Source: an optimization exercise on an open RTL-to-GDS flow (aim: small area, a short achievable clock period and few clock cycles). Production flows keep margins and buffers that such runs may drop.
Only simulation tests tie the RTL to the original design; equivalence was not proved.
The clock input has no modelled driver; a real chip could not lean on it and would need a root buffer or a full tree.
Power figures rest on the tool's default switching activity, not on a simulated workload.

JK:
// LZ77_Encoder
module LZ77_Encoder(clk,reset,chardata,valid,encode,finish,offset,match_len,char_nxt);
Size: about 280 cells after synthesis, ~28 I/O pins, roughly 3500 µm² of cells after synthesis.
==> flow/config.mk <==
export PLATFORM = sky130hd
export DESIGN_NAME = LZ77_Encoder
export DESIGN_NICKNAME = LZ77_Encoder
export VERILOG_FILES = /design/flow/design.v
export SDC_FILE = /design/flow/constraint.sdc
export NUM_CORES = 8
export LEC_CHECK = 0
export CAP_MARGIN = 20
export CORE_MARGIN = 2
export CORE_UTILIZATION = 50
export PLACE_DENSITY = 0.6
export SLEW_MARGIN = 20
==> flow/constraint.sdc <==
create_clock -name core_clock -period 10.0 [get_ports {clk}]
set_input_delay 2.0000 -clock core_clock [delete_from_list [all_inputs] [get_ports {clk}]]
set_output_delay 2.0000 -clock core_clock [all_outputs]
set_load 0.01 [all_outputs]
standard.sh (not shown) runs the stock make flow with config.mk's settings and CLKGATE_MAP_FILE= SYNTH_SCRIPT=/design/flow/synth_recipe.tcl, a recipe that flattens the netlist after the stock synthesis.
==> flow/flow/run.sh <==
#!/bin/bash
# Standard ORFS layout, except: small fast port buffers, a tighter setup repair
# target, and a hand-built one-level clock tree (flow/manual_cts.tcl) in place of TritonCTS.
set -euo pipefail
KNOBS=$(cat flow/knobs.txt)
eval bash standard.sh $KNOBS PRE_CTS_TCL=$PWD/flow/manual_cts.tcl finish > standard_flow.log 2>&1
==> flow/flow/knobs.txt <==
BUFFER_PORTS_ARGS='-buffer_cell sky130_fd_sc_hd__buf_2' MATCH_CELL_FOOTPRINT=0 SETUP_SLACK_MARGIN=7.6 MCTS_NBUF=4 MCTS_BUF=sky130_fd_sc_hd__buf_12
==> flow/flow/size_out.tcl <==
# POST_CTS hook: registers that drive an output port and also other logic get
# a stronger drive (MOUT_CELL), then the placement is legalised again.
set block [ord::get_db_block]
set db [ord::get_db]
set strong [$db findMaster $::env(MOUT_CELL)]
foreach bt [$block getBTerms] {
  if {[$bt getIoType] ne "OUTPUT"} { continue }
  set pnet [$bt getNet]
  # the port's buffer
  foreach it [$pnet getITerms] {
    if {![$it isOutputSignal]} { continue }
    set buf [$it getInst]
    set a [$buf findITerm A]
    set n [$a getNet]
    if {$n eq "NULL"} { continue }
    foreach d [$n getITerms] {
      if {![$d isOutputSignal]} { continue }
      set inst [$d getInst]
      set m [[$inst getMaster] getName]
      if {[llength [$n getITerms]] > 2 && [string match "sky130_fd_sc_hd__dfxtp_*" $m]} {
        puts "size_out: [$inst getName] $m -> [$strong getName]"
        $inst swapMaster $strong
      }
    }
  }
}
detailed_placement
Other scripts of this flow, unchanged in this note and not shown: flow/flow/manual_cts.tcl
Testbench counts of JK, summed over its fixed seeds: cycles 49,224.
--- input diff JK..MS ---
Settings: swapping 50 for 35 in CORE_UTILIZATION; swapping 0.6 for 0.5 in PLACE_DENSITY.
==> flow/flow/knobs.txt <==
BUFFER_PORTS_ARGS='-buffer_cell sky130_fd_sc_hd__buf_2' MATCH_CELL_FOOTPRINT=0 SETUP_SLACK_MARGIN=7.3 MCTS_NBUF=4 MCTS_BUF=sky130_fd_sc_hd__buf_12
removed: flow/flow/size_out.tcl
Notes after the runs:
Going from JK to MS, fraction of the core area covered by cells at the end of the flow shrinks by 19 points. Comparing MS and JK, the higher flip-flop and latch share of the layout cell area was measured on MS. Between JK and MS, the flow reports detail-routed net length per standard cell decreasing slightly. In MS the setup slack turned out 0.056 ns lower than in JK. MS — final non-filler cell total about 6% higher, JK as reference. Of MS and JK, the run reporting the higher wire length on met2 was MS. Taking JK as the reference point, the number of nets in the final layout of MS falls by about 3.3%.
Edits applied to the flow inputs when going from MS to AL:
Settings: PLACE_DENSITY: 0.5 -> 0.6; CORE_UTILIZATION: 35 -> 50.
--- outcome ---
As far as sequential cell count goes, AL and MS are indistinguishable; the numbers are identical. Compared to MS, AL leaves less free space in the core. [compare] base=MS new=AL: post-layout worst setup margin saw an increase, width of the die saw a decrease, routed length on met1 saw a decrease. AL vs MS, total of fill cells in the finished design went down by 376. Re antenna diode count: no difference whatsoever between AL and MS. Of the two candidates, MS has the worse total wirelength of the detailed-routed design and AL the better one. Summary of AL over MS: number of instances in the placed design fell by 37, via density per instance rose by 0.31, cell-internal power stayed essentially flat.
Relative to AL, the following input files were edited for TR:
==> flow/flow/knobs.txt <==
BUFFER_PORTS_ARGS='-buffer_cell sky130_fd_sc_hd__buf_2' MATCH_CELL_FOOTPRINT=0 SETUP_SLACK_MARGIN=7.45 MCTS_NBUF=4 MCTS_BUF=sky130_fd_sc_hd__buf_12
==> flow/flow/size_out.tcl (new file) <==
# POST_CTS hook: registers that drive an output port and also other logic get
# a stronger drive (MOUT_CELL), then the placement is legalised again.
set block [ord::get_db_block]
set db [ord::get_db]
set strong [$db findMaster $::env(MOUT_CELL)]
foreach bt [$block getBTerms] {
  if {[$bt getIoType] ne "OUTPUT"} { continue }
  set pnet [$bt getNet]
  # the port's buffer
  foreach it [$pnet getITerms] {
    if {![$it isOutputSignal]} { continue }
    set buf [$it getInst]
    set a [$buf findITerm A]
    set n [$a getNet]
    if {$n eq "NULL"} { continue }
    foreach d [$n getITerms] {
      if {![$d isOutputSignal]} { continue }
      set inst [$d getInst]
      set m [[$inst getMaster] getName]
      if {[llength [$n getITerms]] > 2 && [string match "sky130_fd_sc_hd__dfxtp_*" $m]} {
        puts "size_out: [$inst getName] $m -> [$strong getName]"
        $inst swapMaster $strong
      }
    }
  }
}
detailed_placement
[summary]
- Timing, DRC, antenna: 0 failures across TR and AL
- Against AL as the reference, TR delivers a lower sequential share of layout area.
- Diff AL -> TR: maximum frequency climbed 1.9%, fraction of layout instances using a drive strength above 1 climbed 6.1 points, area added between synthesis and finish climbed 4.1 points, overall die height barely changed, shortest clock period the worst path allows after layout dropped 0.049 ns.
- Summary of the comparison: core utilization is higher in TR, relative to AL.
## Diff of input files: PW against TR
--- a/flow/flow/run.sh
+++ b/flow/flow/run.sh
@@ -4,3 +4,3 @@
 set -euo pipefail
 KNOBS=$(cat flow/knobs.txt)
-eval bash standard.sh $KNOBS PRE_CTS_TCL=$PWD/flow/manual_cts.tcl finish > standard_flow.log 2>&1
+eval bash standard.sh $KNOBS PRE_CTS_TCL=$PWD/flow/manual_cts.tcl POST_CTS_TCL=$PWD/flow/size_out.tcl finish > standard_flow.log 2>&1
==> flow/flow/knobs.txt <==
BUFFER_PORTS_ARGS='-buffer_cell sky130_fd_sc_hd__buf_2' MATCH_CELL_FOOTPRINT=0 SETUP_SLACK_MARGIN=7.3 MCTS_NBUF=4 MCTS_BUF=sky130_fd_sc_hd__buf_12 MOUT_CELL=sky130_fd_sc_hd__dfxtp_4
--- a/flow/flow/size_out.tcl
+++ b/flow/flow/size_out.tcl
@@ -12,6 +12,7 @@
     set buf [$it getInst]
     set a [$buf findITerm A]
+    if {$a eq "NULL" || $a eq ""} { continue }
     set n [$a getNet]
-    if {$n eq "NULL"} { continue }
+    if {$n eq "NULL" || $n eq ""} { continue }
     foreach d [$n getITerms] {
       if {![$d isOutputSignal]} { continue }
Results
- Share of power burned in combinational logic: PW vs TR down 0.7 points
- In the flow results for PW and TR, the achievable clock frequency is larger on TR.
- Compared to TR, the router laid down less metal wire for PW.
- When PW is measured against TR, its arrival time of data at the critical path endpoint turns out 0.03 ns higher.
- Going from TR to PW, final-stage net count shrank by a few percent.
- Via count sits lower in PW than in TR.
- PW: routed length on met2 is about 1.8% lower than what TR reported.
- Taking TR as the reference, in PW hold slack went down 0.0031 ns; sequential power flat.
No run of this note takes its clock network from TritonCTS; it comes from the design's own scripts or RTL.

* * *

Setup of north:
LZ77_Encoder, a different RTL version from the one above (not shown whole).
Size in the first run: about 100 flip-flops, roughly 28 I/O pins, roughly 3300 um^2 of cells after synthesis.
Settings: LEC_CHECK=0, CAP_MARGIN=20, CORE_MARGIN=2, CORE_UTILIZATION=50, PLACE_DENSITY=0.6, SLEW_MARGIN=20; clock period 10.0 ns.
==> flow/flow/run.sh <==
#!/bin/bash
# Standard ORFS layout (the standard.sh, standard synthesis), except:
#  - port buffers are sky130_fd_sc_hd__buf_2 and may be resized across footprints;
#  - a tighter setup repair target (SETUP_SLACK_MARGIN in knobs.txt);
#  - a hand-built one-level clock tree (flow/manual_cts.tcl) in place of TritonCTS;
#  - after CTS, cells with slack to spare are downsized (flow/post_cts.tcl).
# The whole make output goes to standard_flow.log; ORFS keeps each step's log
# under orfs/logs/.
set -euo pipefail
KNOBS=$(cat flow/knobs.txt)
eval bash standard.sh $KNOBS PRE_CTS_TCL=$PWD/flow/manual_cts.tcl POST_CTS_TCL=$PWD/flow/post_cts.tcl finish > standard_flow.log 2>&1
==> flow/flow/knobs.txt <==
BUFFER_PORTS_ARGS='-buffer_cell sky130_fd_sc_hd__buf_2' MATCH_CELL_FOOTPRINT=0 SETUP_SLACK_MARGIN=7.3 MCTS_NBUF=4 MCTS_BUF=sky130_fd_sc_hd__buf_12
==> flow/flow/post_cts.tcl <==
# POST_CTS hook: downsize cells whose paths have slack to spare, then legalise
# the placement again. The cells on the ports (port buffers, and the clock
# buffers on the clock port) are left as they are: the port paths set the
# clock period.
estimate_parasitics -placement
set port_cells {}
foreach bt [[ord::get_db_block] getBTerms] {
  set net [$bt getNet]
  if {$net eq "NULL" || $net eq ""} { continue }
  if {[$net getSigType] eq "POWER" || [$net getSigType] eq "GROUND"} { continue }
  foreach it [$net getITerms] {
    lappend port_cells [[$it getInst] getName]
  }
}
set port_cells [lsort -unique $port_cells]
puts "post_cts: keeping [llength $port_cells] cells on ports"
foreach c $port_cells { set_dont_touch [get_cells $c] }
repair_timing -recover_power 100 -setup_margin $::env(SETUP_SLACK_MARGIN) -verbose
foreach c $port_cells { unset_dont_touch [get_cells $c] }
detailed_placement
Other scripts of this flow, unchanged in this note and not shown: flow/flow/manual_cts.tcl
north: flow completed, timing, DRC and antenna clean
Testbench counts of north, summed over its fixed seeds: cycles 49,224.
Input-level comparison between south and north:
==> flow/flow/knobs.txt <==
BUFFER_PORTS_ARGS='-buffer_cell sky130_fd_sc_hd__buf_2' MATCH_CELL_FOOTPRINT=0 SETUP_SLACK_MARGIN=7.4 MCTS_NBUF=4 MCTS_BUF=sky130_fd_sc_hd__buf_12
-- flow/flow/post_cts.tcl --
<<< north, line 10
  if {[$net getSigType] eq "POWER" || [$net getSigType] eq "GROUND"} { continue }
>>> south, line 10
Results
south ended with every stage complete and zero timing, DRC or antenna violations.
The hold slack was comparable across north and south.
In the metrics for north and south, the one carrying the lower switching component of the power is north.
Post-synthesis to final-layout area growth, north and south: lower on north
Compared with north, in south site row count ~0 delta, wire length per cell after detailed routing has increased, cell total after placement barely changed, worst setup slack shows no meaningful change.
Comparing north and south, the higher sequential cell area was measured on south.
The lower global-route usage came out of north.
Routed wire length, north and south, lower one = north.
Changes in east relative to south:
==> flow/flow/run.sh <==
#!/bin/bash
# Standard ORFS layout (the standard.sh, with the standard synthesis), except:
#  - port buffers are sky130_fd_sc_hd__buf_2, and timing repair may resize
#    cells across footprints;
#  - a tighter setup repair target (SETUP_SLACK_MARGIN in flow/knobs.txt);
#  - a hand-built one-level clock tree (flow/manual_cts.tcl) in place of
#    TritonCTS: the clock port drives 4 buffers, each driving a quarter of
#    the registers.
# The whole make output goes to standard_flow.log; ORFS keeps each step's
# own log under orfs/logs/.
set -euo pipefail
KNOBS=$(cat flow/knobs.txt)
eval bash standard.sh $KNOBS PRE_CTS_TCL=$PWD/flow/manual_cts.tcl finish > standard_flow.log 2>&1
==> flow/flow/knobs.txt <==
BUFFER_PORTS_ARGS='-buffer_cell sky130_fd_sc_hd__buf_1' MATCH_CELL_FOOTPRINT=0 SETUP_SLACK_MARGIN=7.3 MCTS_NBUF=4 MCTS_BUF=sky130_fd_sc_hd__buf_12
removed: flow/flow/post_cts.tcl
## What came out
- east: all stages complete, timing, DRC and antenna checks passed
- Summary of east over south: total power -about 1.3%; summed negative setup slack over all endpoints essentially unchanged; starting density of the core ~0 delta; synthesis-to-finish area growth lost 4.4 points; area of all placed cells without fillers down 4.0%.
- In the tables for south and east, minimum period implied by the final worst setup slack reads lower with south.
- The master of the slowest instance on the critical path comes out sky130_fd_sc_hd__dfxtp_1 in one run and sky130_fd_sc_hd__dfxtp_2 in the other, namely in east and south respectively.
- In the tables for south and east, number of filler cells placed in the layout reads lower with south.
### east -> west
==> flow/flow/run.sh <==
#!/bin/bash
# Standard ORFS layout (the standard.sh, standard synthesis), except:
#  - port buffers are sky130_fd_sc_hd__buf_2 and may be resized across footprints;
#  - a tighter setup repair target (SETUP_SLACK_MARGIN in knobs.txt);
#  - a hand-built one-level clock tree (flow/manual_cts.tcl) in place of TritonCTS;
#  - after CTS, cells with slack to spare are downsized (flow/post_cts.tcl).
# The whole make output goes to standard_flow.log; ORFS keeps each step's log
# under orfs/logs/.
set -euo pipefail
KNOBS=$(cat flow/knobs.txt)
eval bash standard.sh $KNOBS PRE_CTS_TCL=$PWD/flow/manual_cts.tcl finish > standard_flow.log 2>&1
==> flow/flow/knobs.txt <==
BUFFER_PORTS_ARGS='-buffer_cell sky130_fd_sc_hd__buf_2' MATCH_CELL_FOOTPRINT=0 SETUP_SLACK_MARGIN=7.3 MCTS_NBUF=4 MCTS_BUF=sky130_fd_sc_hd__buf_12
==> flow/flow/post_cts.tcl (new file) <==
# POST_CTS hook: downsize cells whose paths have slack to spare, then legalise
# the placement again. The cells on the ports (port buffers, and the clock
# buffers on the clock port) are left as they are: the port paths set the
# clock period.
estimate_parasitics -placement
set port_cells {}
foreach bt [[ord::get_db_block] getBTerms] {
  set net [$bt getNet]
  if {$net eq "NULL" || $net eq ""} { continue }
  foreach it [$net getITerms] {
    lappend port_cells [[$it getInst] getName]
  }
}
set port_cells [lsort -unique $port_cells]
puts "post_cts: keeping [llength $port_cells] cells on ports"
foreach c $port_cells { set_dont_touch [get_cells $c] }
repair_timing -recover_power 100 -setup_margin $::env(SETUP_SLACK_MARGIN) -verbose
foreach c $port_cells { unset_dont_touch [get_cells $c] }
detailed_placement
Against east, final area in west came out worse.
Switching part of the total ended up 0.24 points higher on west than on east.
Against east, west reports a utilization after layout that is higher.
west reached the final stage; the timing, DRC and antenna checks on its layout passed.
Wire: west routes more than east
Relative to east, proportion of power drawn by the clock network has increased by 0.3 points in west.
Compared with east, west shows a higher final total power.
west vs. east: first-iteration DRC count went down by 53%, filler cell count fell by 11.
No run of this note takes its clock network from TritonCTS; it comes from the design's own scripts or RTL.

* * *

The RTL this note starts from:
==> flow/design.v <==
module LZ77_Encoder(clk,reset,chardata,valid,encode,finish,offset,match_len,char_nxt);
input               clk;
input               reset;
input       [7:0]   chardata;
output  reg         valid;
output              encode;
output  reg         finish;
output  reg [3:0]   offset;
output  reg [2:0]   match_len;
output      [7:0]   char_nxt;
reg  [7:0] hist [0:9];
reg  [3:0] age;
reg  [8:0] dead;
reg  [2:0] k;
integer j;
assign encode   = 1'b1;
assign char_nxt = hist[1];
reg  [8:0] hv;
always @(*) begin
    case (age)
        4'd0, 4'd1: hv = 9'b000000000;
        4'd2:       hv = 9'b000000001;
        4'd3:       hv = 9'b000000011;
        4'd4:       hv = 9'b000000111;
        4'd5:       hv = 9'b000001111;
        4'd6:       hv = 9'b000011111;
        4'd7:       hv = 9'b000111111;
        4'd8:       hv = 9'b001111111;
        4'd9:       hv = 9'b011111111;
        default:    hv = 9'b111111111;
    endcase
end
wire [8:0] eq;
genvar g;
generate
    for (g = 1; g <= 9; g = g + 1) begin : cmp
        assign eq[g-1] = hv[g-1] & (hist[0] == hist[g]);
    end
endgenerate
wire [8:0] nm   = ~dead & eq;
wire       emit = (nm == 9'd0) | (k == 3'd7);
wire       live = (age != 4'd0);
wire       last = live & (hist[0] == 8'h24);
reg  [3:0] best;
always @(*) begin
    best = 4'd0;
    for (j = 0; j < 9; j = j + 1)
        if (!dead[j]) best = j;
end
wire [2:0] k_inc = {k[2] ^ (k[1] & k[0]), k[1] ^ k[0], ~k[0]};
wire [3:0] age_inc = (age == 4'd10) ? age :
                     {age[3] ^ (age[2] & age[1] & age[0]), age[2] ^ (age[1] & age[0]),
                      age[1] ^ age[0], ~age[0]};
always @(posedge clk) begin
    hist[0] <= chardata;
    for (j = 1; j <= 9; j = j + 1)
        hist[j] <= hist[j-1];
    match_len <= k;
    offset    <= (k == 3'd0) ? 4'd0 : best;
    valid     <= ~reset & live & emit & ~finish;
    finish    <= ~reset & (finish | last);
end
always @(posedge clk or posedge reset) begin
    if (reset) begin
        age  <= 4'd0;
        dead <= 9'd0;
        k    <= 3'd0;
    end else begin
        age <= age_inc;
        if (emit) begin
            dead <= 9'd0;
            k    <= 3'd0;
        end else begin
            dead <= ~nm;
            k    <= k_inc;
        end
    end
end
endmodule
==> flow/config.mk <==
export PLATFORM = sky130hd
export DESIGN_NAME = LZ77_Encoder
export DESIGN_NICKNAME = LZ77_Encoder
export VERILOG_FILES = /design/flow/design.v
export SDC_FILE = /design/flow/constraint.sdc
export NUM_CORES = 8
export LEC_CHECK = 0
export CAP_MARGIN = 20
export CORE_MARGIN = 2
export CORE_UTILIZATION = 50
export PLACE_DENSITY = 0.6
export SLEW_MARGIN = 20
==> flow/constraint.sdc <==
create_clock -name core_clock -period 10.0 [get_ports {clk}]
set_input_delay 2.0000 -clock core_clock [delete_from_list [all_inputs] [get_ports {clk}]]
set_output_delay 2.0000 -clock core_clock [all_outputs]
set_load 0.01 [all_outputs]
==> flow/flow/run.sh <==
#!/bin/bash
# Standard ORFS layout, except: small fast port buffers, a tighter setup repair
# target, and a hand-built one-level clock tree (flow/manual_cts.tcl) in place of TritonCTS.
set -euo pipefail
KNOBS=$(cat flow/knobs.txt)
eval bash standard.sh $KNOBS PRE_CTS_TCL=$PWD/flow/manual_cts.tcl finish > standard_flow.log 2>&1
==> flow/flow/knobs.txt <==
BUFFER_PORTS_ARGS='-buffer_cell sky130_fd_sc_hd__buf_2' MATCH_CELL_FOOTPRINT=0 SETUP_SLACK_MARGIN=0 MCTS_NBUF=4 MCTS_BUF=sky130_fd_sc_hd__clkbuf_16
==> flow/flow/manual_cts.tcl <==
set nbuf $::env(MCTS_NBUF)
set bufm $::env(MCTS_BUF)
set block [ord::get_db_block]
set db [ord::get_db]
set master [$db findMaster $bufm]
set clknet [$block findNet clk]
set sinks [$clknet getITerms]
puts "manual_cts: [llength $sinks] clock sinks, $nbuf x $bufm"

set pts {}
foreach it $sinks {
  set bb [[$it getInst] getBBox]
  lappend pts [list [expr {([$bb xMin] + [$bb xMax]) / 2}] [expr {([$bb yMin] + [$bb yMax]) / 2}]]
}

proc mcts_cmp {axis a b} {
  global mcts_pts
  return [expr {[lindex $mcts_pts $a $axis] - [lindex $mcts_pts $b $axis]}]
}

proc mcts_bisect {ids levels} {
  global mcts_pts
  if {$levels == 0} { return [list $ids] }
  set xs [lsort -integer [lmap i $ids {lindex $mcts_pts $i 0}]]
  set ys [lsort -integer [lmap i $ids {lindex $mcts_pts $i 1}]]
  set axis [expr {([lindex $xs end] - [lindex $xs 0]) >= ([lindex $ys end] - [lindex $ys 0]) ? 0 : 1}]
  set sorted [lsort -command [list mcts_cmp $axis] $ids]
  set h [expr {[llength $sorted] / 2}]
  return [concat [mcts_bisect [lrange $sorted 0 [expr {$h - 1}]] [expr {$levels - 1}]] \
                 [mcts_bisect [lrange $sorted $h end] [expr {$levels - 1}]]]
}

set ::mcts_pts $pts
set ids {}
for {set i 0} {$i < [llength $pts]} {incr i} { lappend ids $i }
set levels [expr {int(round(log($nbuf) / log(2)))}]
set groups [mcts_bisect $ids $levels]

set c 0
foreach grp $groups {
  set inst [odb::dbInst_create $block $master "mcts_buf_$c"]
  set net [odb::dbNet_create $block "mcts_clk_$c"]
  $net setSigType CLOCK
  [$inst findITerm A] connect $clknet
  [$inst findITerm X] connect $net
  set sx 0; set sy 0
  foreach i $grp {
    set it [lindex $sinks $i]
    $it disconnect
    $it connect $net
    incr sx [lindex $pts $i 0]; incr sy [lindex $pts $i 1]
  }
  set k [llength $grp]
  set x [expr {$sx / $k - [$master getWidth] / 2}]
  set y [expr {$sy / $k - [$master getHeight] / 2}]
  $inst setLocation $x $y
  $inst setPlacementStatus PLACED
  puts "manual_cts: buffer $c at ($x, $y) drives $k sinks"
  incr c
}
$clknet setSigType CLOCK

# TritonCTS is not run.
rename clock_tree_synthesis orig_clock_tree_synthesis
proc clock_tree_synthesis {args} { puts "manual_cts: TritonCTS skipped" }
The baseline went through all stages and came out clean.
Testbench counts at the start, summed over its fixed seeds: cycles 49,224.
Next try:
==> flow/flow/knobs.txt (replaced) <==
BUFFER_PORTS_ARGS='-buffer_cell sky130_fd_sc_hd__buf_2' MATCH_CELL_FOOTPRINT=0 SETUP_SLACK_MARGIN=7.3 MCTS_NBUF=4 MCTS_BUF=sky130_fd_sc_hd__clkbuf_16
--- a/flow/flow/manual_cts.tcl
+++ b/flow/flow/manual_cts.tcl
@@ -19,14 +19,15 @@
 }
 
-proc mcts_bisect {ids levels} {
+proc mcts_bisect {ids parts} {
   global mcts_pts
-  if {$levels == 0} { return [list $ids] }
+  if {$parts == 1} { return [list $ids] }
   set xs [lsort -integer [lmap i $ids {lindex $mcts_pts $i 0}]]
   set ys [lsort -integer [lmap i $ids {lindex $mcts_pts $i 1}]]
   set axis [expr {([lindex $xs end] - [lindex $xs 0]) >= ([lindex $ys end] - [lindex $ys 0]) ? 0 : 1}]
   set sorted [lsort -command [list mcts_cmp $axis] $ids]
-  set h [expr {[llength $sorted] / 2}]
-  return [concat [mcts_bisect [lrange $sorted 0 [expr {$h - 1}]] [expr {$levels - 1}]] \
-                 [mcts_bisect [lrange $sorted $h end] [expr {$levels - 1}]]]
+  set p1 [expr {$parts / 2}]
+  set h [expr {([llength $sorted] * $p1 + $parts / 2) / $parts}]
+  return [concat [mcts_bisect [lrange $sorted 0 [expr {$h - 1}]] $p1] \
+                 [mcts_bisect [lrange $sorted $h end] [expr {$parts - $p1}]]]
 }
 
@@ -34,6 +35,5 @@
 set ids {}
 for {set i 0} {$i < [llength $pts]} {incr i} { lappend ids $i }
-set levels [expr {int(round(log($nbuf) / log(2)))}]
-set groups [mcts_bisect $ids $levels]
+set groups [mcts_bisect $ids $nbuf]
 
 set c 0
CORE_UTILIZATION = 70   (was 50)
PLACE_DENSITY = 0.75   (was 0.6)
=>
- The new run ran to the end with no violations
- total power falls by 0.39%
- sequential share of layout area came out higher by 0.57 points
- wire length went down by 5.0%
- cell area goes down by 0.65%
- register-to-register slack is better by 0.05 ns
- utilization is higher by 20 points
- fmax came out higher by 0.58%
Next try:
==> flow/flow/knobs.txt (replaced) <==
BUFFER_PORTS_ARGS='-buffer_cell sky130_fd_sc_hd__buf_1' MATCH_CELL_FOOTPRINT=0 SETUP_SLACK_MARGIN=7.3 MCTS_NBUF=4 MCTS_BUF=sky130_fd_sc_hd__clkbuf_16
--- a/flow/flow/manual_cts.tcl
+++ b/flow/flow/manual_cts.tcl
@@ -19,15 +19,14 @@
 }
 
-proc mcts_bisect {ids parts} {
+proc mcts_bisect {ids levels} {
   global mcts_pts
-  if {$parts == 1} { return [list $ids] }
+  if {$levels == 0} { return [list $ids] }
   set xs [lsort -integer [lmap i $ids {lindex $mcts_pts $i 0}]]
   set ys [lsort -integer [lmap i $ids {lindex $mcts_pts $i 1}]]
   set axis [expr {([lindex $xs end] - [lindex $xs 0]) >= ([lindex $ys end] - [lindex $ys 0]) ? 0 : 1}]
   set sorted [lsort -command [list mcts_cmp $axis] $ids]
-  set p1 [expr {$parts / 2}]
-  set h [expr {([llength $sorted] * $p1 + $parts / 2) / $parts}]
-  return [concat [mcts_bisect [lrange $sorted 0 [expr {$h - 1}]] $p1] \
-                 [mcts_bisect [lrange $sorted $h end] [expr {$parts - $p1}]]]
+  set h [expr {[llength $sorted] / 2}]
+  return [concat [mcts_bisect [lrange $sorted 0 [expr {$h - 1}]] [expr {$levels - 1}]] \
+                 [mcts_bisect [lrange $sorted $h end] [expr {$levels - 1}]]]
 }
 
@@ -35,5 +34,6 @@
 set ids {}
 for {set i 0} {$i < [llength $pts]} {incr i} { lappend ids $i }
-set groups [mcts_bisect $ids $nbuf]
+set levels [expr {int(round(log($nbuf) / log(2)))}]
+set groups [mcts_bisect $ids $levels]
 
 set c 0
CORE_UTILIZATION = 50   (was 70)
PLACE_DENSITY = 0.6   (was 0.75)
The new run completed without violations.
Critical path depth is unchanged.
Cell area rises slightly.
Sequential power hardly moves.
Routed wire length is higher by a few percent.
Next try:
==> flow/flow/knobs.txt (replaced) <==
BUFFER_PORTS_ARGS='-buffer_cell sky130_fd_sc_hd__buf_2' MATCH_CELL_FOOTPRINT=0 SETUP_SLACK_MARGIN=7.3 MCTS_NBUF=4 MCTS_BUF=sky130_fd_sc_hd__buf_12
--- a/flow/flow/manual_cts.tcl
+++ b/flow/flow/manual_cts.tcl
@@ -19,14 +19,15 @@
 }
 
-proc mcts_bisect {ids levels} {
+proc mcts_bisect {ids parts} {
   global mcts_pts
-  if {$levels == 0} { return [list $ids] }
+  if {$parts == 1} { return [list $ids] }
   set xs [lsort -integer [lmap i $ids {lindex $mcts_pts $i 0}]]
   set ys [lsort -integer [lmap i $ids {lindex $mcts_pts $i 1}]]
   set axis [expr {([lindex $xs end] - [lindex $xs 0]) >= ([lindex $ys end] - [lindex $ys 0]) ? 0 : 1}]
   set sorted [lsort -command [list mcts_cmp $axis] $ids]
-  set h [expr {[llength $sorted] / 2}]
-  return [concat [mcts_bisect [lrange $sorted 0 [expr {$h - 1}]] [expr {$levels - 1}]] \
-                 [mcts_bisect [lrange $sorted $h end] [expr {$levels - 1}]]]
+  set p1 [expr {$parts / 2}]
+  set h [expr {([llength $sorted] * $p1 + $parts / 2) / $parts}]
+  return [concat [mcts_bisect [lrange $sorted 0 [expr {$h - 1}]] $p1] \
+                 [mcts_bisect [lrange $sorted $h end] [expr {$parts - $p1}]]]
 }
 
@@ -34,6 +35,5 @@
 set ids {}
 for {set i 0} {$i < [llength $pts]} {incr i} { lappend ids $i }
-set levels [expr {int(round(log($nbuf) / log(2)))}]
-set groups [mcts_bisect $ids $levels]
+set groups [mcts_bisect $ids $nbuf]
 
 set c 0
The new run passed the timing, DRC and antenna checks. Power falls by 1.4%. Wire length drops by 1.0%. Setup slack is better by 0.0070 ns.
In every run of this note, the design's own scripts or RTL, not TritonCTS, make the clock network.

-- static timing again, ports no longer ideal --
No port has a modelled driver above. Below, the same layouts with a new extraction and two added sets of constraints.
Step 1: set_driving_cell puts a clkbuf_16 on clk and a buf_2 on each other input, an assumption about the parent block.
Step 2 times the ports against the registers' clock, not the clock port: input delays grow and output delays shrink by t, the midpoint of the rising clock arrivals with the driver on.
Three values: ideal, step 1, step 2; two values: the first two.
run | t (ns) | slack for setup (ns) | slew at the worst register clock pin (ns) | cell pins on the clock port's net
JK | 0.216 | 7.398 / 7.315 / 7.531 | 0.10 / 0.10 | 4
MS | 0.218 | 7.342 / 7.259 / 7.478 | 0.11 / 0.11 | 4
AL | 0.217 | 7.346 / 7.264 / 7.481 | 0.11 / 0.11 | 4
TR | 0.215 | 7.396 / 7.313 / 7.528 | 0.10 / 0.10 | 4
PW | 0.215 | 7.367 / 7.285 / 7.500 | 0.10 / 0.10 | 4
north | 0.210 | 7.390 / 7.310 / 7.337 | 0.10 / 0.10 | 4
south | 0.212 | 7.392 / 7.309 / 7.308 | 0.10 / 0.10 | 4
east | 0.209 | 7.351 / 7.268 / 7.304 | 0.09 / 0.09 | 4
west | 0.210 | 7.390 / 7.310 / 7.337 | 0.10 / 0.10 | 4
the first run of note 3 | 0.235 | 7.316 / 7.236 / 7.471 | 0.10 / 0.10 | 4
the second run of note 3 | 0.230 | 7.332 / 7.258 / 7.488 | 0.10 / 0.10 | 4
the third run of note 3 | 0.234 | 7.332 / 7.256 / 7.490 | 0.10 / 0.10 | 4
the fourth run of note 3 | 0.215 | 7.339 / 7.254 / 7.469 | 0.10 / 0.10 | 4
After both steps every run listed still meets setup and hold. The setup slack of south, which loses most, moves by -0.083 ns with the drivers and by -0.084 ns with both steps.
